Context: an optimization exercise on an open-source flow, tuned for small area. The choices shown serve that exercise and are no tape-out recipe. Function was checked by simulation only, so behaviour that the tests miss may differ from the original. No activity file was given, so power comes from the tool's default toggle rates.

indigo:
Design Final_Watch, start of the top module:
module Final_Watch(
    input clk,
    input rst_sw,
    input [7:1] dip_sw,
    input [11:0] key_pad,
    output [7:0] seg_data,
    output [7:0] seg_com,
    output [7:0] lcd_data,
    output lcd_rs, lcd_rw, lcd_e,
    output [3:0] led_r,
    output [3:0] led_g,
    output [3:0] led_b,
    output piezo
);
For scale: roughly 1,600 cells after synthesis, ~61 I/O pins.
==> flow/config.mk <==
export PLATFORM = sky130hd
export DESIGN_NAME = Final_Watch
export DESIGN_NICKNAME = Final_Watch
export VERILOG_FILES = /design/flow/design.v
export SDC_FILE = /design/flow/constraint.sdc
export NUM_CORES = 4
export LEC_CHECK = 0
export CAP_MARGIN = 0
export CORE_MARGIN = 2
export CORE_UTILIZATION = 40
export CTS_BUF_LIST = sky130_fd_sc_hd__clkbuf_8
export SLEW_MARGIN = 0
==> flow/constraint.sdc <==
create_clock -name core_clock -period 22.0 [get_ports {clk}]
set_input_delay 4.4000 -clock core_clock [delete_from_list [all_inputs] [get_ports {clk}]]
set_output_delay 4.4000 -clock core_clock [all_outputs]
set_load 0.01 [all_outputs]
standard.sh (not shown) runs the stock make flow with config.mk's settings and CLKGATE_MAP_FILE= SYNTH_SCRIPT=/design/flow/synth_recipe.tcl, a recipe that flattens the netlist after the stock synthesis.
==> flow/flow/run.sh <==
#!/bin/bash
# Own flow: the standard synthesis, then the same synthesis again with an
# area-oriented ABC script and without adder cells; if the registers of the
# two netlists agree (names and cell types) the second netlist is laid out
# by the standard flow, otherwise the standard one is.
set -u
W=$(pwd)
R=$W/orfs/results/$FLOW_PLATFORM/Final_Watch/base
bash standard.sh synth > std_synth.log 2>&1 || exit 1
cp $R/1_2_yosys.v $W/ref_1_2_yosys.v
make -C $FLOW_HOME DESIGN_CONFIG=$W/config.mk WORK_HOME=$W/orfs CLKGATE_MAP_FILE= \
  SYNTH_SCRIPT=$W/flow/my_synth.tcl ADDER_MAP_FILE= do-yosys > my_synth.log 2>&1
ok=0
if [ -s $R/1_2_yosys.v ] && grep -q "endmodule" $R/1_2_yosys.v; then
  cp $R/1_2_yosys.v $W/own_1_2_yosys.v
  python3 $W/flow/fixnames.py $W/ref_1_2_yosys.v $W/own_1_2_yosys.v $W/own_fixed_1_2_yosys.v > fixnames.log 2>&1 \
    && cp $W/own_fixed_1_2_yosys.v $R/1_2_yosys.v
  python3 $W/flow/regs.py $W/ref_1_2_yosys.v > regs_ref.txt
  python3 $W/flow/regs.py $R/1_2_yosys.v > regs_own.txt
  if [ -s regs_ref.txt ] && cmp -s regs_ref.txt regs_own.txt; then ok=1; fi
fi
if [ $ok = 1 ]; then
  echo "own synthesis used" > synth_choice.txt
else
  echo "registers differ or own synthesis failed: standard synthesis used" > synth_choice.txt
  cp $W/ref_1_2_yosys.v $R/1_2_yosys.v
fi
touch $R/1_2_yosys.v
CTS_ARGS="-sink_clustering_enable -repair_clock_nets -buf_list sky130_fd_sc_hd__clkbuf_8 -dont_use_dummy_load" BUFFER_PORTS_ARGS="-buffer_cell sky130_fd_sc_hd__buf_1" bash standard.sh > std_layout.log 2>&1
Other scripts of this flow, unchanged in this note and not shown: flow/flow/area.abc, flow/flow/fixnames.py, flow/flow/my_synth.tcl, flow/flow/regs.py
No stage failed in indigo, and the final checks on the layout all came back clean.
> inputs changed (indigo -> lagoon)
Settings: swapping 0 for 20 in CAP_MARGIN; swapping 0 for 20 in SLEW_MARGIN.
==> summary.txt <==
- Diff indigo..lagoon | number of vias per cell | unchanged
- Re total power: no difference whatsoever between lagoon and indigo.
- Looking at lagoon and indigo, the register-to-register slack is a wash.
- indigo -> lagoon: critical path depth delta 0, exact match
The inputs of pepper differ from those of lagoon as listed below.
Settings: CORE_UTILIZATION changed from 40 to 60.
--- outcome ---
- Via count of the first global-routing pass: pepper vs lagoon up 758
- Diff lagoon -> pepper: number of standard cells in the final layout excluding fillers now smaller, fraction of power consumed by combinational cells grew by 0.6 points.
- Design area: pepper < lagoon
- For the setup slack, pepper came in 0.39 ns lower than lagoon did.
- Across both runs, time the worst path needs with I/O delays and setup was higher for pepper than for lagoon.
- Vertical die dimension, pepper vs lagoon: down by more than 10%
- Relative to lagoon, the number of antenna violations at the first check in global routing of pepper is lower by 1.
Here is what was changed in the inputs of zinc compared with pepper.
Settings: setting GPL_TIMING_DRIVEN to 0 for the first time; changing CAP_MARGIN from 20 to 10; changing CORE_UTILIZATION from 60 to 40; changing SLEW_MARGIN from 20 to 10.
- zinc reached the final stage; the timing, DRC and antenna checks on its layout passed.
- Aggregate routed wire length: higher on zinc
- Comparing zinc and pepper, critical path's largest stage delay is lower on zinc.
- Finished layout cell area grows slightly when moving from pepper to zinc.
- Across both runs, sequential share of cell area was lower for zinc than for pepper.

[what the ideal ports hide]
Ports are ideal in the flow. The routed layouts listed here were re-timed in OpenROAD. Step 1 sets driving cells, clkbuf_16 on the clock port and buf_2 on the other inputs (assumed; they add their load-dependent delay and slew). Step 2 times the ports against the registers' clock, not the clock port: input delays grow and output delays shrink by t, the midpoint of the rising clock arrivals with the driver on. Three values: ideal, step 1, step 2; two values: the first two.
| run | t (ns) | setup WS [ns] | latest minus earliest clock arrival (ns) | worst register clock-pin slew, ns | worst slew at a driven data input, ns |
|---|---|---|---|---|---|
| indigo | 0.499 | 8.213 / 8.178 / 8.178 | 0.031 / 0.031 | 0.10 / 0.10 | 0.04 |
| lagoon | 0.499 | 8.213 / 8.178 / 8.178 | 0.031 / 0.031 | 0.10 / 0.10 | 0.04 |
| pepper | 0.512 | 7.822 / 7.791 / 7.791 | 0.041 / 0.041 | 0.11 / 0.11 | 0.03 |
| zinc | 0.518 | 7.949 / 7.916 / 7.916 | 0.039 / 0.039 | 0.09 / 0.09 | 0.03 |
After both steps setup and hold are still met in every run listed.
